Context: an optimization exercise on an open-source flow, tuned for small area. The choices shown serve that exercise and are no tape-out recipe. In this exercise RTL edits were held to simulation tests only and were not proved equivalent to the original. Power is estimated from default activity; no workload was simulated.

<file path="flow/config.mk">
export PLATFORM = sky130hd
export DESIGN_NAME = mastermind_top
export DESIGN_NICKNAME = mastermind_top
export VERILOG_FILES = /design/flow/design.v
export SDC_FILE = /design/flow/constraint.sdc
export NUM_CORES = 4
export LEC_CHECK = 0
export ABC_AREA = 1
export CAP_MARGIN = 20
export CORE_MARGIN = 2
export CORE_UTILIZATION = 65
export CTS_BUF_LIST = sky130_fd_sc_hd__clkbuf_8
export SLEW_MARGIN = 20
</file>
<file path="flow/constraint.sdc">
create_clock -name core_clock -period 10.0 [get_ports {clk}]
set_input_delay 2.0000 -clock core_clock [delete_from_list [all_inputs] [get_ports {clk}]]
set_output_delay 2.0000 -clock core_clock [all_outputs]
set_load 0.01 [all_outputs]
</file>
<file path="flow/design.v">
module mastermind_top (
    input        clk,
    input        rst,         
    input        enterA,      
    input        enterB,      
    input  [2:0] letterIn,
    output [7:0] led,
    output [7:0] disp3,
    output [7:0] disp2,
    output [7:0] disp1,
    output [7:0] disp0
);
  reg [4:0] shA, shB;    
  reg       pa, pb;      
  always @(posedge clk) begin
    if (!rst) begin
      shA <= 5'b01010;
      shB <= 5'b01010;
      pa  <= 1'b0;
      pb  <= 1'b0;
    end else begin
      shA <= {~shA[3], ~shA[2], ~shA[1], ~shA[0], ~enterA};
      shB <= {~shB[3], ~shB[2], ~shB[1], ~shB[0], ~enterB};
      pa  <= ~shA[3] & ~shA[4];
      pb  <= ~shB[3] & ~shB[4];
    end
  end
  reg [7:0] LEDX;
  assign led = LEDX;
  localparam [3:0] WAIT   = 4'd0,
                   SCORE  = 4'd1,
                   MAKER  = 4'd2,
                   CODE   = 4'd3,    
                   CODE4  = 4'd4,    
                   BREAK  = 4'd5,
                   TRIES  = 4'd6,
                   GUESS  = 4'd7,    
                   GUESS4 = 4'd8,
                   CHECK  = 4'd9,
                   REVEAL = 4'd10,
                   ADD    = 4'd11,
                   FINISH = 4'd12;
  localparam [4:0] LO_CLR  = 5'b01111;
  localparam [4:0] LO_LAST = 5'b10100;   
  localparam [2:0] C_A = 3'b000, C_C = 3'b110, C_E = 3'b010, C_F = 3'b011,
                   C_H = 3'b001, C_L = 3'b111, C_U = 3'b101;
  localparam [6:0] S_OFF  = 7'b1111111, S_LINE = 7'b0111111,
                   S_ZERO = 7'b1000000, S_ONE  = 7'b1111001,
                   S_TWO  = 7'b0100100, S_THREE= 7'b0110000,
                   S_B    = 7'b0000011, S_P    = 7'b0001100;
  reg  [3:0] st;
  reg  [4:0] lo;          
  reg  [1:0] hi;          
  reg        maker;       
  reg  [1:0] ptA, ptB;    
  reg  [1:0] used_tries;  
  reg  [2:0] h3, h2, h1, h0;
  reg  [2:0] g3, g2, g1, g0;
  wire lo_last = (lo[4] & ~lo[3] & ~lo[1] & ~lo[0]);
  wire te      = hi[1] & ~hi[0] & lo_last;
  wire mk_btn  = maker ? pa : pb;
  wire br_btn  = maker ? pb : pa;
  wire entry   = (st == CODE) | (st == GUESS);
  wire shown4  = (st == CODE4) | (st == GUESS4);
  wire btn     = (st == CODE || st == CODE4) ? mk_btn : br_btn;
  wire press   = btn & (|letterIn);
  reg [2:0] lcode;
  always @(*) begin
    case (letterIn)
      3'd1: lcode = C_A;
      3'd2: lcode = C_C;
      3'd3: lcode = C_E;
      3'd4: lcode = C_F;
      3'd5: lcode = C_H;
      3'd6: lcode = C_L;
      default: lcode = C_U;
    endcase
  end
  reg [3:0] ex, mi;
  reg [3:0] used;
  always @(*) begin
    ex[3] = (g3 == h3);
    ex[2] = (g2 == h2);
    ex[1] = (g1 == h1);
    ex[0] = (g0 == h0);
    used = ex;
    mi = 4'b0;
    if (!ex[3]) begin
      if      (g3 == h2 && !used[2]) begin mi[3] = 1'b1; used[2] = 1'b1; end
      else if (g3 == h1 && !used[1]) begin mi[3] = 1'b1; used[1] = 1'b1; end
      else if (g3 == h0 && !used[0]) begin mi[3] = 1'b1; used[0] = 1'b1; end
    end
    if (!ex[2]) begin
      if      (g2 == h3 && !used[3]) begin mi[2] = 1'b1; used[3] = 1'b1; end
      else if (g2 == h1 && !used[1]) begin mi[2] = 1'b1; used[1] = 1'b1; end
      else if (g2 == h0 && !used[0]) begin mi[2] = 1'b1; used[0] = 1'b1; end
    end
    if (!ex[1]) begin
      if      (g1 == h3 && !used[3]) begin mi[1] = 1'b1; used[3] = 1'b1; end
      else if (g1 == h2 && !used[2]) begin mi[1] = 1'b1; used[2] = 1'b1; end
      else if (g1 == h0 && !used[0]) begin mi[1] = 1'b1; used[0] = 1'b1; end
    end
    if (!ex[0]) begin
      if      (g0 == h3 && !used[3]) begin mi[0] = 1'b1; used[3] = 1'b1; end
      else if (g0 == h2 && !used[2]) begin mi[0] = 1'b1; used[2] = 1'b1; end
      else if (g0 == h1 && !used[1]) begin mi[0] = 1'b1; used[1] = 1'b1; end
    end
  end
  wire match_all = &ex;
  wire won       = ptA[1] | ptB[1];
  reg [3:0] nst;
  always @(*) begin
    nst = st;
    case (st)
      WAIT:   if (pa | pb) nst = SCORE;
      SCORE:  if (te) nst = MAKER;
      MAKER:  if (te) nst = CODE;
      CODE:   if (lo[3]) nst = BREAK;
              else if (press && lo[2]) nst = CODE4;
      CODE4:  if (te) nst = BREAK;
              else if (press) nst = CODE;
      BREAK:  if (te) nst = TRIES;
      TRIES:  if (te) nst = GUESS;
      GUESS:  if (lo[3]) nst = CHECK;
              else if (press && lo[2]) nst = GUESS4;
      GUESS4: if (te) nst = CHECK;
              else if (press) nst = GUESS;
      CHECK:  if (br_btn) nst = match_all ? ADD : used_tries[1] ? REVEAL : TRIES;
      REVEAL: if (te) nst = ADD;
      ADD:    if (te) nst = won ? FINISH : SCORE;
      FINISH: if (pa | pb) nst = WAIT;
      default: nst = WAIT;
    endcase
  end
  always @(posedge clk) begin
    if (!rst) st <= WAIT;
    else        st <= nst;
  end
  always @(posedge clk) begin
    if (st == WAIT || st == CHECK || (entry && (lo[3] || (press && lo[2])))) begin
      lo <= 5'd0;
      hi <= 2'b00;
    end else if (shown4 && press && !te) begin
      lo <= LO_CLR;
      hi <= 2'b00;
    end else if (!entry || press) begin
      if (lo_last) begin
        lo <= 5'd0;
        hi <= {hi[0], ~hi[1]};
      end else
        lo <= {lo[3:0], ~(lo[4] ^ lo[2])};
    end
  end
  always @(posedge clk) begin
    if (st == WAIT) maker <= pa;
    else if (st == ADD && te) maker <= ~maker;
  end
  always @(posedge clk) begin
    if (st == WAIT) begin
      ptA <= 2'd0;
      ptB <= 2'd0;
    end else if ((st == CHECK && br_btn && match_all && !maker) ||
                 (st == REVEAL && te && maker))
      ptA <= {ptA[0], 1'b1};
    else if ((st == CHECK && br_btn && match_all && maker) ||
             (st == REVEAL && te && !maker))
      ptB <= {ptB[0], 1'b1};
  end
  always @(posedge clk) begin
    if (st == WAIT || st == ADD) used_tries <= 2'd0;
    else if (st == CHECK && br_btn && !match_all && !used_tries[1])
      used_tries <= {used_tries[0], 1'b1};
  end
  always @(posedge clk) begin
    if (st == CODE && press) begin
      if (!lo[0]) h3 <= lcode;
      else if (!lo[1]) h2 <= lcode;
      else if (!lo[2]) h1 <= lcode;
      else h0 <= lcode;
    end
    if (st == GUESS && press) begin
      if (!lo[0]) g3 <= lcode;
      else if (!lo[1]) g2 <= lcode;
      else if (!lo[2]) g1 <= lcode;
      else g0 <= lcode;
    end
  end
  function [6:0] seg;
    input [2:0] q;
    seg = {q[2], 2'b00, ~q[2] & (~q[1] | q[0]), q[1], q[1], q[0] & (q[2] | ~q[1])};
  endfunction
  function [6:0] pts;
    input [1:0] n;
    case (n)
      2'b01: pts = S_ONE;
      2'b11: pts = S_TWO;
      default: pts = S_ZERO;
    endcase
  endfunction
  reg       l3, l2, l1, l0;
  reg [2:0] q3, q2, q1, q0;
  reg [6:0] s3, s2, s1, s0;
  always @(*) begin
    l3 = 1'b0; l2 = 1'b0; l1 = 1'b0; l0 = 1'b0;
    q3 = g3; q2 = g2; q1 = g1; q0 = g0;
    s3 = S_OFF; s2 = S_OFF; s1 = S_LINE; s0 = S_OFF;
    LEDX = 8'h00;
    case (st)
      WAIT:   begin l2 = 1'b1; q2 = C_A; s0 = S_B; end
      SCORE, ADD:
              begin s2 = pts(ptA); s0 = pts(ptB); end
      FINISH: begin s2 = pts(ptA); s0 = pts(ptB);
                    if (hi == 2'b00) LEDX = 8'hff; end
      MAKER:  begin s2 = S_P; if (maker) begin l0 = 1'b1; q0 = C_A; end else s0 = S_B; end
      BREAK:  begin s2 = S_P; if (!maker) begin l0 = 1'b1; q0 = C_A; end else s0 = S_B; end
      TRIES:  begin l2 = 1'b1; q2 = C_L; s0 = used_tries[1] ? S_ONE : used_tries[0] ? S_TWO : S_THREE; end
      CODE:   begin
                s1 = S_OFF;
                q3 = h3; q2 = h2; q1 = h1;
                if (lo[3]) ;
                else if (lo[2]) begin s3 = S_LINE; s2 = S_LINE; l1 = 1'b1; end
                else if (lo[1]) begin s3 = S_LINE; l2 = 1'b1; end
                else if (lo[0]) l3 = 1'b1;
              end
      CODE4:  begin s3 = S_LINE; s2 = S_LINE; l0 = 1'b1; q0 = h0; end
      GUESS:  begin
                s1 = S_OFF;
                l3 = lo[0]; l2 = lo[1]; l1 = lo[2]; l0 = lo[3];
              end
      GUESS4: begin l3 = 1'b1; l2 = 1'b1; l1 = 1'b1; l0 = 1'b1; end
      CHECK:  begin l3 = 1'b1; l2 = 1'b1; l1 = 1'b1; l0 = 1'b1;
                    LEDX = {ex[3], ex[3] | mi[3], ex[2], ex[2] | mi[2],
                            ex[1], ex[1] | mi[1], ex[0], ex[0] | mi[0]}; end
      REVEAL: begin l3 = 1'b1; l2 = 1'b1; l1 = 1'b1; l0 = 1'b1;
                    q3 = h3; q2 = h2; q1 = h1; q0 = h0; end
      default: ;
    endcase
  end
  assign disp3 = {1'b1, l3 ? seg(q3) : s3};
  assign disp2 = {1'b1, l2 ? seg(q2) : s2};
  assign disp1 = {1'b1, l1 ? seg(q1) : s1};
  assign disp0 = {1'b1, l0 ? seg(q0) : s0};
endmodule
</file>
<file path="flow/flow/run.sh">
#!/bin/bash
# Own layout flow: the standard flow (standard.sh) with two changes:
#  - synthesis maps logic with flow/abc.script (area-oriented ABC script),
#  - the port buffers are the smallest buffer, sky130_fd_sc_hd__buf_1,
#  - clock tree synthesis without dummy loads (CTS_ARGS).
# All output of the flow goes to flow.log in the work folder; ORFS keeps each
# step's log under orfs/logs.
set -euo pipefail
WORK=$(pwd)
export OWN_ABC_SCRIPT="$WORK/flow/abc.script"
export CTS_ARGS="-sink_clustering_enable -repair_clock_nets -root_buf sky130_fd_sc_hd__clkbuf_8 -buf_list sky130_fd_sc_hd__clkbuf_4 -dont_use_dummy_load"
export BUFFER_PORTS_ARGS="-buffer_cell sky130_fd_sc_hd__buf_1"
bash standard.sh SYNTH_SCRIPT="$WORK/flow/synth.tcl" \
  "BUFFER_PORTS_ARGS=$BUFFER_PORTS_ARGS" "CTS_ARGS=$CTS_ARGS" finish > "$WORK/flow.log" 2>&1
</file>
<file path="flow/flow/abc.script">
&get -n
&st
&deepsyn -J 200 -T 300
&dch -f
&nf -R 1000 -p -F 8 -A 4 -C 32
&put
</file>
<file path="flow/flow/synth.tcl">
# The standard synthesis (synth_recipe.tcl), with ABC's technology mapping
# run on an area-oriented script (abc.script beside this file) in place of
# ORFS's own abc script. Flip-flop mapping (dfflibmap) is untouched.
proc synth {args} { yosys synth -nofsm -noshare {*}$args }
proc abc {args} {
  set i [lsearch -exact $args -script]
  if { $i >= 0 } {
    set args [lreplace $args $i [expr {$i + 1}] -script $::env(OWN_ABC_SCRIPT)]
  }
  yosys abc {*}$args
}
source $::env(SCRIPTS_DIR)/synth.tcl
# left out here: clear keep_hierarchy, flatten, clean up, hide names made inside functions, write 1_2_yosys.v
</file>
<file path="flow/standard.sh">
#!/bin/bash
# synth_recipe.tcl (not shown) runs the flow's synth.tcl, then flattens the netlist and writes it again
# the make line also repeats each setting of config.mk as NAME=value (left out here)
make -C /OpenROAD-flow-scripts/flow DESIGN_CONFIG=/design/flow/config.mk WORK_HOME=/design/flow/orfs CLKGATE_MAP_FILE= SYNTH_SCRIPT=/design/flow/synth_recipe.tcl "${@:-finish}"
</file>
==> notes.md, run 1 <==
- The cell area after technology mapping is 3330 sq um.
- The count of buffers added by post-CTS timing repair for setup is 0.
- Entering global routing, the biggest net connects 22 pins.
- The first global-routing pass estimated ~13 mm of wire.
- The nature of the critical path startpoint is a flip-flop.
- Counting instances, the worst hold path has a depth of 1.
- The worst-case IR drop observed on VDD is 0.000190 V.
- The slowest stage of the critical path is the dfxtp_1 cell.
- The finished cells cover between 3000 and 4000 sq um.
- Compared with the post-synthesis result, the final layout area differs by 8.50%.
- Summing the areas of all xor and xnor instances in the mapped netlist gives 13.4% of the synthesized area.
- In this run the tightest slew margin relative to its limit is between 20% and 30%.
- The detailed route wirelength on metal3 is approximately 800 um.
- The length of routed wiring on met1 is around 3.7 mm.
- Sequential elements use 40.0% of the synthesized area.
- The worst path needs ~5.5 ns of the cycle, external delays included.
- The share of final-layout standard cells stronger than drive strength 1 is 1.87%.
- Before CTS, the worst setup slack after placement is between 4 and 5 ns.
- The worst hold path terminates at shB[1].
- For this run, the number of Yosys warnings is 1.
- Summing internal, switching and leakage power gives approximately 900 uW.
- The beginning of the worst register-to-register path is st[1].
- The number of synthesized flops with an enable pin is 25.
- After synthesis, the largest family of logic cells by area is simple AND/OR/NAND/NOR gates.
- The post-synthesis async set-or-reset flop share is 0%.
- The count of port buffers added during placement is between 40 and 50.
- The vertical die dimension is approximately 76 um.
- The final worst hold slack is 0.369 ns.
- The layout net count is around 440.
- The flow ran to the end and the layout has no timing, DRC or antenna violations.
- For this run, design rule violations remaining after detail routing come to 0.
- The leakage component of the power is between 0.001 and 0.0015 uW.
- The CTS root buffer is clkbuf_8.
- The post-route worst setup slack is approximately 4.5 ns.
- In the layout the commonest cells are buf_1 (42), xnor2_1 (38), nor2_1 (35).
- The TritonCTS clock tree is yes.
- The critical path starts at st[1].
- The setup violation total in the final timing report is 0.
- The final layout contains routed wiring with a total length of around 8 mm.
- The number of antenna violations at the first check in global routing is 0.
- The critical path capture point type is an output port.
- The starting density of the core is 66.4%.
- The chip width is 75.6 um.
- The post-route clock period utilization is between 50% and 60%.
- For this block, the initial DRC count from the detailed router was 264.
- Cell internal power was estimated by the tool at ~480 uW.
- Of the total power, combinational logic draws about 55%.
- The most common library cell in the layout ignoring fill and taps is buf_1.
- The share of total power dissipated in the clock network is a little under an eighth.
- In this run switching power makes up ~48% of total power.
- After routing, the total negative slack on setup checks comes to 0 ns.
- In this run, CTS created clock tree buffers numbering 5.
- After clock tree synthesis, the repair step resized 0 gates.
- In this run the worst hold path is classified as flip-flop to flip-flop.
- Of all nets on the critical path, the largest fanout is 18.
- The uppermost signal routing layer after detailed routing is met4.
- The analysis attributes to net switching a power of between 400 and 500 uW.
- The worst setup path is of the flip-flop to output port kind.
- The power density over cell area is ~250 nW/um^2.
- The cell depth of the worst flop-to-flop path is 9.
- The fmax is around 180 MHz.
- At the end of routability-driven placement, the weighted congestion stood at between 0.9 and 1.
- The antenna diode count is 0.
- Across the run, the number of max-cap violations was 0.
- The detailed route wirelength on metal2 is 3.62 mm.
- Synthesis produced a netlist whose cell count is approximately 380.
- The top-level port count is 47.
- The worst endpoint data arrival time is 3.54 ns.
- The wire length per cell is 16.5 um.
- The arithmetic-cell share of the synthesized area counting full adders, half adders and majority gates is 0%.
- The portion of netlist area occupied by mux cells is 3.42%.
- The maximum single-stage delay on the critical path is around 0.70 ns.
- The global route total overflow is 0.
- The latest clock arrival within the worst-skew pair is roughly 0.31 ns.
- The largest clock skew in the final design is 0.0166 ns.
- The number of antenna-violating nets in the routed design is 0.
- Summing the areas of all compound-gate instances in the mapped netlist gives between 10% and 20% of the synthesized area.
- The start point of the worst hold path is shB[0].
- The count of TritonRoute iterations in the first routing pass is 5.
- The final hold violation count came to 0.
- Setup slack on the worst reg-to-reg path comes out at between 6 and 7 ns.
- CTS saw 54 sinks.
- In this run the number of H-tree levels came out at 2.
- The number of standard-cell rows in the floorplan is 26.
- A synthesized cell averages a little under 9 sq um.
- Setup repair after global routing left no endpoint under its margin.
- The vias per cell is slightly above 6.
- At the worst endpoint, the required time is approximately 8.0 ns.
- The predominant post-synthesis flop cell is dfxtp_1.
- Traced cell by cell, the critical path runs through nand2_1 > and3_1 > or3_1 > nor2_1 > a21oi_1 > nor2_1 > nand2_1 > o21ai_0 > a21oi_1 > nor2b_1 > a311oi_1 > buf_1.
- The netlist uses 45 different library cells.
- The total number of vias is 3065.
- The number of buffers on the longest clock path is 2.
- The hold buffer count at cts is 0.
- The relative contribution of sequential cells to total power is 33.1%.
- Synthesis inferred 54 register bits.
- The number of pins exceeding their max-slew limit in the final report is 0.
- The fraction of the mapped netlist area in simple logic gates is between 20% and 30%.
- The sum of net half-perimeters after detailed placement is 6.25 mm.
- The endpoint identified for the worst register-to-register timing path is st[2].
- Clock-pin slew was measured on the worst setup and hold paths at approximately 0.09 ns.
- The slew of the pin with the lowest slew margin is 1.05 ns.
- The total placed instance area is between 3000 and 4000 sq um.
- The number of global-route vias before repair is between 2k and 3k.
- The aggregate global-route resource usage is between 20% and 30%.
- The placeable core region is 5010 sq um.
- The die covers approximately 5700 sq um.
power groups by stage:
stage	Clock (uW)	Sequential, uW	Combinational [uW]
after global placement	0	302	489
after CTS	107	299	497
after floorplan	0	291	357
after detailed placement	0	304	494
final	106	301	503
after global routing	113	304	568
sequential cells by signal, indices dropped and copies added (netlist names):
name        flops
g3              3
st              4
lo              5
ptA             2
maker           1
g2              3
used_tries      2
g1              3
h0              3
pb              1
shB             5
h3              3
hi              2
pa              1
h2              3
shA             5
ptB             2
g0              3
h1              3
layer usage:
layer / vias up / track usage [%]
met5: - / 0
met4: 0 / 10.3
met3: 14 / 4.63
met2: 185 / 46.3
met1: 1402 / 42.8
li1: 1464 / -
worst max-delay path, delay by kind of cell, from the launching register on:
family / cells / cell delay [ns]
AND/OR/NAND/NOR: 7 / 1.69
buffers and inverters: 1 / 0.18
flip-flops: 1 / 0.70
AO/OA/AOI/OAI: 4 / 0.65
cell families after synthesis:
group	Yosys count
and+or+nand+nor	149
buffers and inverters	19
AOI/OAI and AO/OA	99
xor gates and xnor gates	51
muxes	11
DFF	54
other	1
final cells by class:
| cell class | instances | area (sq um) |
|---|---|---|
| inverters | 11 | 41.3 |
| multi-input cells | 314 | 1910 |
| repair buffers | 44 | 173 |
| clock buffers | 5 | 68.8 |
| well taps | 70 | 87.6 |
| flip-flops and latches | 54 | 1330 |
| fillers | 422 | 1400 |
worst max path at each step:
stage	to	cells past startpoint
floorplan	disp3[0]	9
global placement	disp3[0]	10
CTS	disp3[0]	10
detailed placement	disp3[0]	10
finish	disp0[0]	12
global route	disp0[0]	12
synth_stat cells (10+ instances only):
master    count  area share [%]
nand2b_1     10             1.9
xor2_1       13             3.4
clkinv_1     11             1.2
xnor2_1      38              10
nand2_1      34             3.8
nor3_1       16             2.4
o21ai_0      30             4.5
dfxtp_1      29              17
nor2_1       35             3.9
edfxtp_1     25              23
a21oi_1      26             3.9
nand3_1      18             2.7
nor2b_1      20             3.8
through the flow:
| stage | instances | util, % |
|---|---|---|
| 6_report | 498 | 72.1 |
| 5_1_grt | 498 | 72.1 |
| 3_3_place_gp | 493 | 70.7 |
| 3_5_place_dp | 493 | 70.7 |
| 4_1_cts | 498 | 72.0 |
| 2_1_floorplan | 387 | - |
==> run 2: changes to the inputs <==
--- a/flow/flow/run.sh
+++ b/flow/flow/run.sh
@@ -10,3 +10,3 @@
 export OWN_ABC_SCRIPT="$WORK/flow/abc.script"
-export CTS_ARGS="-sink_clustering_enable -repair_clock_nets -root_buf sky130_fd_sc_hd__clkbuf_8 -buf_list sky130_fd_sc_hd__clkbuf_4 -dont_use_dummy_load"
+export CTS_ARGS="-sink_clustering_enable -repair_clock_nets -buf_list sky130_fd_sc_hd__clkbuf_8 -dont_use_dummy_load"
 export BUFFER_PORTS_ARGS="-buffer_cell sky130_fd_sc_hd__buf_1"
--- a/flow/config.mk
+++ b/flow/config.mk
@@ -8,3 +8,3 @@
 export ABC_AREA = 1
-export CAP_MARGIN = 20
+export CAP_MARGIN = 0
 export CORE_MARGIN = 2
@@ -12,2 +12,2 @@
 export CTS_BUF_LIST = sky130_fd_sc_hd__clkbuf_8
-export SLEW_MARGIN = 20
+export SLEW_MARGIN = 0
==> run 2 against run 1 <==
Against the previous run:
- still clean
- die area stayed put
- clock power hardly changed
- combinational power hardly changed
- non-clock buffer count stayed put
- clock-buffer cell count stayed put
- routed wire length is 0.45% lower
- setup slack worse by 0.14 ns
- first-iteration DRC count is 14% higher
- core utilization hardly changed
- critical path depth is 2 lower
- sequential cell count stayed put
- final cell count stayed put
- largest power group unchanged
==> notes.md, run 2 <==
- The flow ran to the end and the layout has no timing, DRC or antenna violations.
- The count of buffers added by post-CTS timing repair for setup came to 0 (unchanged).
- The cell with the most instances after synthesis is xnor2_1.
- The distinct cell type count of the synthesized netlist was 45 (unchanged).
- The final total negative setup slack is 0 ns (unchanged).
- The global route total overflow is 0 (unchanged).
- The startpoint identified for the worst register-to-register timing path is st[1].
- The count of TritonRoute iterations in the first routing pass was 6 (+1).
- The maximum number of pins on one net before global-route repair came to 22 (unchanged).
- The post-detailed-route DRC marker count came to 0 (unchanged).
- The count of routing violations after the opening detailed-route iteration came to 302 (+14%).
- The slowest stage of the critical path belongs to the cell nor2b_1.
- The maximum single-stage delay on the critical path is 1.01 ns (+0.31 ns).
- After synthesis, the most frequently instantiated cells are xnor2_1 (38), nor2_1 (35), nand2_1 (34).
- The synthesized design spends more area on one cell type than any other, namely edfxtp_1.
- The vertical die dimension was 75.6 um (unchanged).
- The final hold violation count is 0 (unchanged).
- The number of antenna violations at the first check in global routing is 0 (unchanged).
- The count of maximum capacitance violations is 0 (unchanged).
- The synthesized instance count was 384 (unchanged).
- The latest clock arrival within the worst-skew pair came to 0.30 ns (about the same).
- The number of buffers created by CTS came to 5 (unchanged).
- The synthesized area per cell is 8.67 sq um (unchanged).
- The wire length of the first global-routing pass came to 12.7 mm (unchanged).
- The hold buffer count at cts is 0 (unchanged).
- The fraction of the yosys area taken by sequential cells is 40.0% (unchanged).
- The portion of synthesized cell area occupied by the leading cell type is 22.6% (unchanged).
- The setup slack after placement is 4.77 ns (unchanged).
- The peak ir drop on the vdd network is 0.000189 V (-0.61%).
- The final instance area was 3610 sq um (about the same).
- The leakage component of the power is 0.00116 uW (about the same).
- The TritonCTS clock tree is yes.
- The startpoint-to-endpoint class of the critical path is flip-flop to output port.
- The growth of design area from synthesis to finish is 8.42% (about the same).
- The vias per cell came to 6.12 (-0.59%).
- The register clock-pin slew on the reported worst setup and hold paths is 0.09 ns (about the same).
- The nature of the critical path startpoint is a flip-flop.
- The aggregate global-route resource usage is 29.8% (unchanged).
- The post-route worst setup slack was 4.32 ns (-0.137 ns).
- After synthesis, the cell types taking the most area are edfxtp_1 (23%), dfxtp_1 (17%), xnor2_1 (10%).
- Walking the worst path, the cells encountered are nor2b_1 > nand3_1 > and2_0 > nor2b_1 > a21oi_1 > nor2_1 > o21bai_1 > clkinv_1 > o22a_1 > buf_1.
- The utilization after layout is 72.0% (about the same).
- The worst hold path begins at shB[0].
- The number of buffers on the longest clock path is 2 (unchanged).
- The starting density of the core came to 66.4% (unchanged).
- The count of warnings emitted by yosys is 1 (unchanged).
- The number of synthesized flops with an enable pin was 25 (unchanged).
- The largest driver fanout on the critical path came to 18 (unchanged).
- The wire length per cell is 16.4 um (-0.45%).
- Clock tree synthesis selected as its root buffer the cell clkbuf_8.
- The worst slew margin relative to its limit is 20.4% (-8.9 points).
- The number of standard-cell rows in the floorplan is 26 (unchanged).
- The family with the most delay on the worst path is simple AND/OR/NAND/NOR gates.
- The post-detailed-routing wire length is 8.18 mm (-0.45%).
- The placeable core region is 5010 sq um (unchanged).
- The required arrival time at the worst endpoint came to 8.00 ns (about the same).
- The predominant post-synthesis flop cell is dfxtp_1.
- The layout net count is 437 (unchanged).
- The setup violation total in the final timing report was 0 (unchanged).
- The final weighted congestion of routability-driven global placement is 0.930 (unchanged).
- Tracing the worst setup path back leads to its startpoint at st[1].
- The largest clock skew in the final design came to 0.0171 ns (+0.000508 ns).
- The most common library cell in the layout ignoring fill and taps is buf_1.
- The slew of the pin with the lowest slew margin was 1.19 ns (+0.145 ns).
- The min-delay analysis places its worst path in the category flip-flop to flip-flop.
- The die footprint came to 5710 sq um (unchanged).
- The number of antenna-violating nets in the routed design is 0 (unchanged).
- The sum of net half-perimeters after detailed placement is 6.25 mm (unchanged).
- The clock period minus final worst setup slack was 5.68 ns (+0.137 ns).
- The number of resized instances in the post-cts repair step came to 0 (unchanged).
- The fmax is 176 MHz (-2.4%).
- The total number of vias came to 3047 (-0.59%).
- The power density over cell area is 251 nW/um^2 (-0.19%).
- Setup repair after global routing left no endpoint under its margin.
- The antenna diode count is 0 (unchanged).
- STA classifies the critical path endpoint as an output port.
- The worst endpoint data arrival time is 3.68 ns (+0.14 ns).
- The share of final-layout standard cells stronger than drive strength 1 is 1.64% (-0.23 points).
- Among the stages of the critical path, the cell type that occurs most often is nor2b_1.
- The cell area after technology mapping was 3330 sq um (unchanged).
- The number of global-route vias before repair is 2607 (unchanged).
- The number of buffer and inverter stages on the critical path came to 2 (+1).
- The chip width is 75.6 um (unchanged).
- The count of H-tree levels built during CTS is 2 (unchanged).
- The number of flip-flops and latches in the synthesized netlist is 54 (unchanged).
- The top-level port count is 47 (unchanged).
- The top cell types in the final layout, fill and taps aside, are buf_1 (42), xnor2_1 (38), nor2_1 (35).
- The total placed instance area is 3540 sq um (unchanged).
- The number of pins exceeding their max-slew limit in the final report is 0 (unchanged).
- The post-synthesis async set-or-reset flop share is 0% (unchanged).
- The overall power of the completed layout is 907 uW (-0.26%).
- The count of port buffers added during placement is 42 (unchanged).
- The post-route clock period utilization is 56.8% (+1.4 points).
- The clock net sink count is 54 (unchanged).
- In the final layout, the registers with the most flip-flops are lo: 5 flops, shA: 5 flops, shB: 5 flops.
## run 2: cell types whose count changed in the layout (fill, tap and decap cells not counted)
cell	change
nor2b_1	+1
nor2b_2	-1
## run 2: final timing paths
path / endpoint / slack [ns] / cells after the start
max: disp3[0] / 4.32 / 10
min: shB[1] / 0.37 / 1
max reg2reg: st[2] / 6.18 / 10
min reg2reg: shB[1] / 0.37 / 1
## run 2: where the power goes
part	switching, uW	leakage, uW	internal, uW
clock network	60.4	0.0000359	45.2
logic	323	0.000667	178
registers	48.5	0.000461	252
total	432	0.00116	475
## run 2: per-layer routing
layer	vias to the layer above	wire length, um	global-route usage [%]
met3	17	749	4.63
met4	0	148	10.3
li1	1469	-	-
met2	168	3550	46.3
met5	-	0	0
met1	1393	3730	42.8
## run 2: metrics by stage
stage	hold slack (ns)	instances
floorplan	0.343	387
global placement	0.345	493
detailed placement	0.352	493
CTS	0.374	498
global route	0.381	498
finish	0.369	498
## run 2: final cells by class
type / instances / area, sq um
inverter: 11 / 41.3
sequential: 54 / 1330
tap: 70 / 87.6
fill: 422 / 1400
clock buffer: 5 / 68.8
timing repair buffer: 44 / 173
multi-input combinational: 314 / 1910
## run 2: logic make-up after synthesis
kind of cell / synth area share (%)
compound gates: 18.3
xor+xnor: 13.4
buf+inv: 3.05
flops: 40.0
mux: 3.42
other cells: 0.113
simple gates: 21.7
==> run 3: changes to the inputs <==
--- a/flow/config.mk
+++ b/flow/config.mk
@@ -8,3 +8,3 @@
 export ABC_AREA = 1
-export CAP_MARGIN = 0
+export CAP_MARGIN = 20
 export CORE_MARGIN = 2
@@ -12,2 +12,2 @@
 export CTS_BUF_LIST = sky130_fd_sc_hd__clkbuf_8
-export SLEW_MARGIN = 0
+export SLEW_MARGIN = 20
==> run 3 against run 2 <==
Against the previous run:
- clock power about the same
- core utilization about the same
- maximum frequency increased by 2.5%
- register-to-register slack got worse by 0.02 ns
- sequential cell count unchanged
- global-route usage unchanged
- first-iteration DRC count decreased by 13%
- non-clock buffer count unchanged
- total power increased by 0.26%
- design area about the same
- via count increased by 0.59%
- highest routed layer unchanged
==> notes.md, run 3 <==
- The utilization after layout is 72.1% (about the same).
- The startpoint-to-endpoint class of the critical path is flip-flop to output port.
- The latest clock arrival within the worst-skew pair is 0.31 ns (about the same).
- The worst endpoint data arrival time was 3.54 ns (-0.14 ns).
- The count of port buffers added during placement is 42 (unchanged).
- Sorting the synthesized cells by area gives the leading types as edfxtp_1 (23%), dfxtp_1 (17%), xnor2_1 (10%).
- The worst setup path is captured at an output port.
- The placeable core region came to 5010 sq um (unchanged).
- The final hold violation count came to 0 (unchanged).
- The worst slew margin relative to its limit came to 29.3% (+8.9 points).
- The synthesized area per cell came to 8.67 sq um (unchanged).
- The number of synthesized flops with an enable pin came to 25 (unchanged).
- The nature of the critical path startpoint is a flip-flop.
- TritonCTS built the clock tree.
- The final worst hold slack was 0.369 ns (-0.0000130 ns).
- The number of standard-cell rows in the floorplan is 26 (unchanged).
- The number of buffers created by CTS is 5 (unchanged).
- The number of global-route vias before repair was 2607 (unchanged).
- The number of resized instances in the post-cts repair step is 0 (unchanged).
- The count of placed standard cells in the final layout, fillers left out is 498 (unchanged).
- The layout net count is 437 (unchanged).
- The post-detailed-route DRC marker count came to 0 (unchanged).
- The portion of synthesized cell area occupied by the leading cell type was 22.6% (unchanged).
- The sum of net half-perimeters after detailed placement is 6.25 mm (unchanged).
- The leakage component of the power is 0.00116 uW (about the same).
- In the final layout, the registers with the most flip-flops are lo: 5 flops, shA: 5 flops, shB: 5 flops.
- The vertical die dimension came to 75.6 um (unchanged).
- The clock net sink count is 54 (unchanged).
- The top-level port count is 47 (unchanged).
- The peak ir drop on the vdd network came to 0.000190 V (+0.61%).
- The setup violation total in the final timing report is 0 (unchanged).
- The register clock-pin slew on the reported worst setup and hold paths is 0.09 ns (about the same).
- The vias per cell is 6.15 (+0.59%).
- The fraction of the yosys area taken by sequential cells is 40.0% (unchanged).
- The power density over cell area is 252 nW/um^2 (+0.19%).
- The count of TritonRoute iterations in the first routing pass was 5 (-1).
- The post-detailed-routing wire length is 8.21 mm (+0.45%).
- The cell area after technology mapping was 3330 sq um (unchanged).
- The count of H-tree levels built during CTS was 2 (unchanged).
- The chip width is 75.6 um (unchanged).
- The growth of design area from synthesis to finish came to 8.50% (about the same).
- The count of buffers added by post-CTS timing repair for setup is 0 (unchanged).
- The total number of vias came to 3065 (+0.59%).
- The final instance area was 3610 sq um (about the same).
- The post-synthesis async set-or-reset flop share is 0% (unchanged).
- The global route total overflow was 0 (unchanged).
- The total placed instance area is 3540 sq um (unchanged).
- The aggregate global-route resource usage is 29.8% (unchanged).
- The count of maximum capacitance violations came to 0 (unchanged).
- The flow ran to the end and the layout has no timing, DRC or antenna violations.
- The CTS root buffer is clkbuf_8.
- The starting density of the core is 66.4% (unchanged).
- The die footprint is 5710 sq um (unchanged).
- The fmax is 181 MHz (+2.5%).
- The hold buffer count at cts came to 0 (unchanged).
- After synthesis, the most frequently instantiated cells are xnor2_1 (38), nor2_1 (35), nand2_1 (34).
- The total instance count after detailed placement is 493 (unchanged).
- The count of warnings emitted by yosys was 1 (unchanged).
- For this run, the leading register cell type out of synthesis is dfxtp_1.
- The biggest area consumer among synthesized cells is edfxtp_1.
- The number of antenna violations at the first check in global routing is 0 (unchanged).
- The library cells used most frequently in the layout, excluding fill and tap cells, are buf_1 (42), xnor2_1 (38), nor2_1 (35).
- The slew of the pin with the lowest slew margin is 1.05 ns (-0.145 ns).
- Leaving out fill and tap cells, the most frequent cell in the layout is buf_1.
- The antenna diode count is 0 (unchanged).
- The number of antenna-violating nets in the routed design is 0 (unchanged).
- The kind of path behind the tightest hold check is flip-flop to flip-flop.
- The number of buffers on the longest clock path came to 2 (unchanged).
- The synthesized instance count is 384 (unchanged).
- The wire length of the first global-routing pass is 12.7 mm (unchanged).
- The number of flip-flops and latches in the synthesized netlist is 54 (unchanged).
- The required arrival time at the worst endpoint is 8.00 ns (about the same).
- The distinct cell type count of the synthesized netlist came to 45 (unchanged).
- The share of final-layout standard cells stronger than drive strength 1 is 1.87% (+0.23 points).
- The clock period minus final worst setup slack came to 5.54 ns (-0.137 ns).
- The cell with the most instances after synthesis is xnor2_1.
- The final total negative setup slack is 0 ns (unchanged).
- The maximum number of pins on one net before global-route repair is 22 (unchanged).
- The wire length per cell is 16.5 um (+0.45%).
- The count of routing violations after the opening detailed-route iteration is 264 (-13%).
- The number of pins exceeding their max-slew limit in the final report was 0 (unchanged).
- The largest driver fanout on the critical path is 18 (unchanged).
- The final weighted congestion of routability-driven global placement was 0.930 (unchanged).
- The largest clock skew in the final design was 0.0166 ns (-0.000508 ns).
- Setup repair after global routing left no endpoint under its margin.
- The post-route clock period utilization was 55.4% (-1.4 points).
[run 3: final cells by class]
type,instances,area [sq um]
Sequential cell,54,1330
Fill cell,422,1400
Inverter,11,41.3
Clock buffer,5,68.8
Timing Repair Buffer,44,173
Tap cell,70,87.6
Multi-Input combinational cell,314,1910
[run 3: per-layer routing]
layer	vias to the layer above	share of wire [%]	routed length (um)	GRT usage, %
li1	1464	-	-	-
met1	1402	45	3660	42.8
met2	185	44	3620	46.3
met5	-	0	0	0
met3	14	9.8	804	4.63
met4	0	1.6	133	10.3
[run 3: worst paths after layout]
check | slack (ns) | cells past startpoint | end | start
hold / removal | 0.37 | 1 | shB[1] | shB[0]
setup reg to reg | 6.16 | 9 | st[2] | st[1]
setup / recovery | 4.46 | 12 | disp0[0] | st[1]
hold reg to reg | 0.37 | 1 | shB[1] | shB[0]
[run 3: per-stage QoR]
step / setup slack (ns) / total power, uW
after CTS: 4.41 / 903
after global placement: 4.93 / 791
after floorplan: 5.26 / 647
after detailed placement: 4.77 / 798
final: 4.46 / 910
after global routing: 4.06 / 985
[run 3: kinds of logic (layout without fill, tap and decap cells)]
| logic type | Yosys count | count (layout) | synth area share [%] |
|---|---|---|---|
| AND/OR/NAND/NOR | 149 | 149 | 21.7 |
| AO/OA/AOI/OAI | 99 | 99 | 18.3 |
| flip-flops | 54 | 54 | 40.0 |
| XOR/XNOR | 51 | 51 | 13.4 |
| buffers and inverters | 19 | 60 | 3.05 |
| multiplexers | 11 | 11 | 3.42 |
| other | 1 | 4 | 0.113 |
[run 3: report_power, final]
group          switching [uW]  internal [uW]
clock network            60.6           45.2
registers                48.9            252
logic                     325            178
total                     434            475
[run 3: worst max-delay path, cell delays in order (launching register included)]
cell	delay, ns
dfxtp_1	0.70
nand2_1	0.22
and3_1	0.31
or3_1	0.42
nor2_1	0.15
a21oi_1	0.10
nor2_1	0.34
nand2_1	0.11
o21ai_0	0.23
a21oi_1	0.11
nor2b_1	0.14
a311oi_1	0.21
buf_1	0.18
==> run 4: changes to the inputs <==
--- a/flow/flow/run.sh
+++ b/flow/flow/run.sh
@@ -10,3 +10,3 @@
 export OWN_ABC_SCRIPT="$WORK/flow/abc.script"
-export CTS_ARGS="-sink_clustering_enable -repair_clock_nets -buf_list sky130_fd_sc_hd__clkbuf_8 -dont_use_dummy_load"
+export CTS_ARGS="-sink_clustering_enable -repair_clock_nets -buf_list sky130_fd_sc_hd__clkbuf_4 -dont_use_dummy_load"
 export BUFFER_PORTS_ARGS="-buffer_cell sky130_fd_sc_hd__buf_1"
--- a/flow/config.mk
+++ b/flow/config.mk
@@ -10,4 +10,4 @@
 export CORE_MARGIN = 2
-export CORE_UTILIZATION = 65
-export CTS_BUF_LIST = sky130_fd_sc_hd__clkbuf_8
+export CORE_UTILIZATION = 85
+export CTS_BUF_LIST = sky130_fd_sc_hd__clkbuf_4
 export SLEW_MARGIN = 20
==> run 4 against run 3 <==
Against the previous run:
- the flow now stops in global placement without I/O (3_1_place_gp_skip_io)
- area after synthesis stayed put
- synthesized cell count is the same
==> notes.md, run 4 <==
- The flow did not finish.
- The run ended at global placement without I/O (3_1_place_gp_skip_io).
- The tool reported: "[ERROR GPL-0301] Utilization 100.536 % exceeds 100%".
- The distinct cell type count of the synthesized netlist is 45 (unchanged).
- The post-synthesis async set-or-reset flop share came to 0% (unchanged).
- The number of flip-flops and latches in the synthesized netlist is 54 (unchanged).
- In the synthesized netlist the dominant register cell turns out to be dfxtp_1.
- The cell with the most instances after synthesis is xnor2_1.
- The vertical die dimension came to 66.6 um (-12%).
- The number of standard-cell rows in the floorplan came to 22 (-15%).
- Of all cell types, the one taking the most synthesized area is edfxtp_1.
- The chip width came to 66.6 um (-12%).
- The synthesized area per cell is 8.67 sq um (unchanged).
- The commonest cells after synthesis are xnor2_1 (38), nor2_1 (35), nand2_1 (34).
- The starting density of the core is 89.6% (+23 points).
- The portion of synthesized cell area occupied by the leading cell type is 22.6% (unchanged).
- The cell area after technology mapping is 3330 sq um (unchanged).
- The fraction of the yosys area taken by sequential cells is 40.0% (unchanged).
- The synthesized instance count is 384 (unchanged).
- The count of warnings emitted by yosys came to 1 (unchanged).
- By area the synthesized netlist is led by edfxtp_1 (23%), dfxtp_1 (17%), xnor2_1 (10%).
- The number of synthesized flops with an enable pin was 25 (unchanged).
[run 4: cell counts after synthesis]
No cell type changed its count.
[run 4: logic make-up after synthesis]
group,synth area share [%]
buffers and inverters,3.05
other,0.113
xor gates and xnor gates,13.4
muxes,3.42
AOI/OAI and AO/OA,18.3
DFF,40.0
and+or+nand+nor,21.7

[re-timing with driven ports]
How much do the figures lean on ideal ports? The routed layouts below were timed once more, with nothing changed but the port constraints. Step 1 assumes that a clkbuf_16 drives the clock port and a buf_2 every other input. Step 2 moves the port delays by t, midway between the first and last clock arrival at a register: inputs arrive t later, outputs are due t later. That takes back most of the time a late clock gives input paths. Slacks: ideal ports / drivers / drivers and shift; pairs: ideal ports / drivers.
run | t (ns) | setup slack, ns | cell pins on the clock port's net
run 1 | 0.327 | 4.462 / 4.433 / 4.760 | 1
run 2 | 0.324 | 4.325 / 4.297 / 4.621 | 1
run 3 | 0.327 | 4.462 / 4.433 / 4.760 | 1
After both steps setup and hold are still met in every run listed.
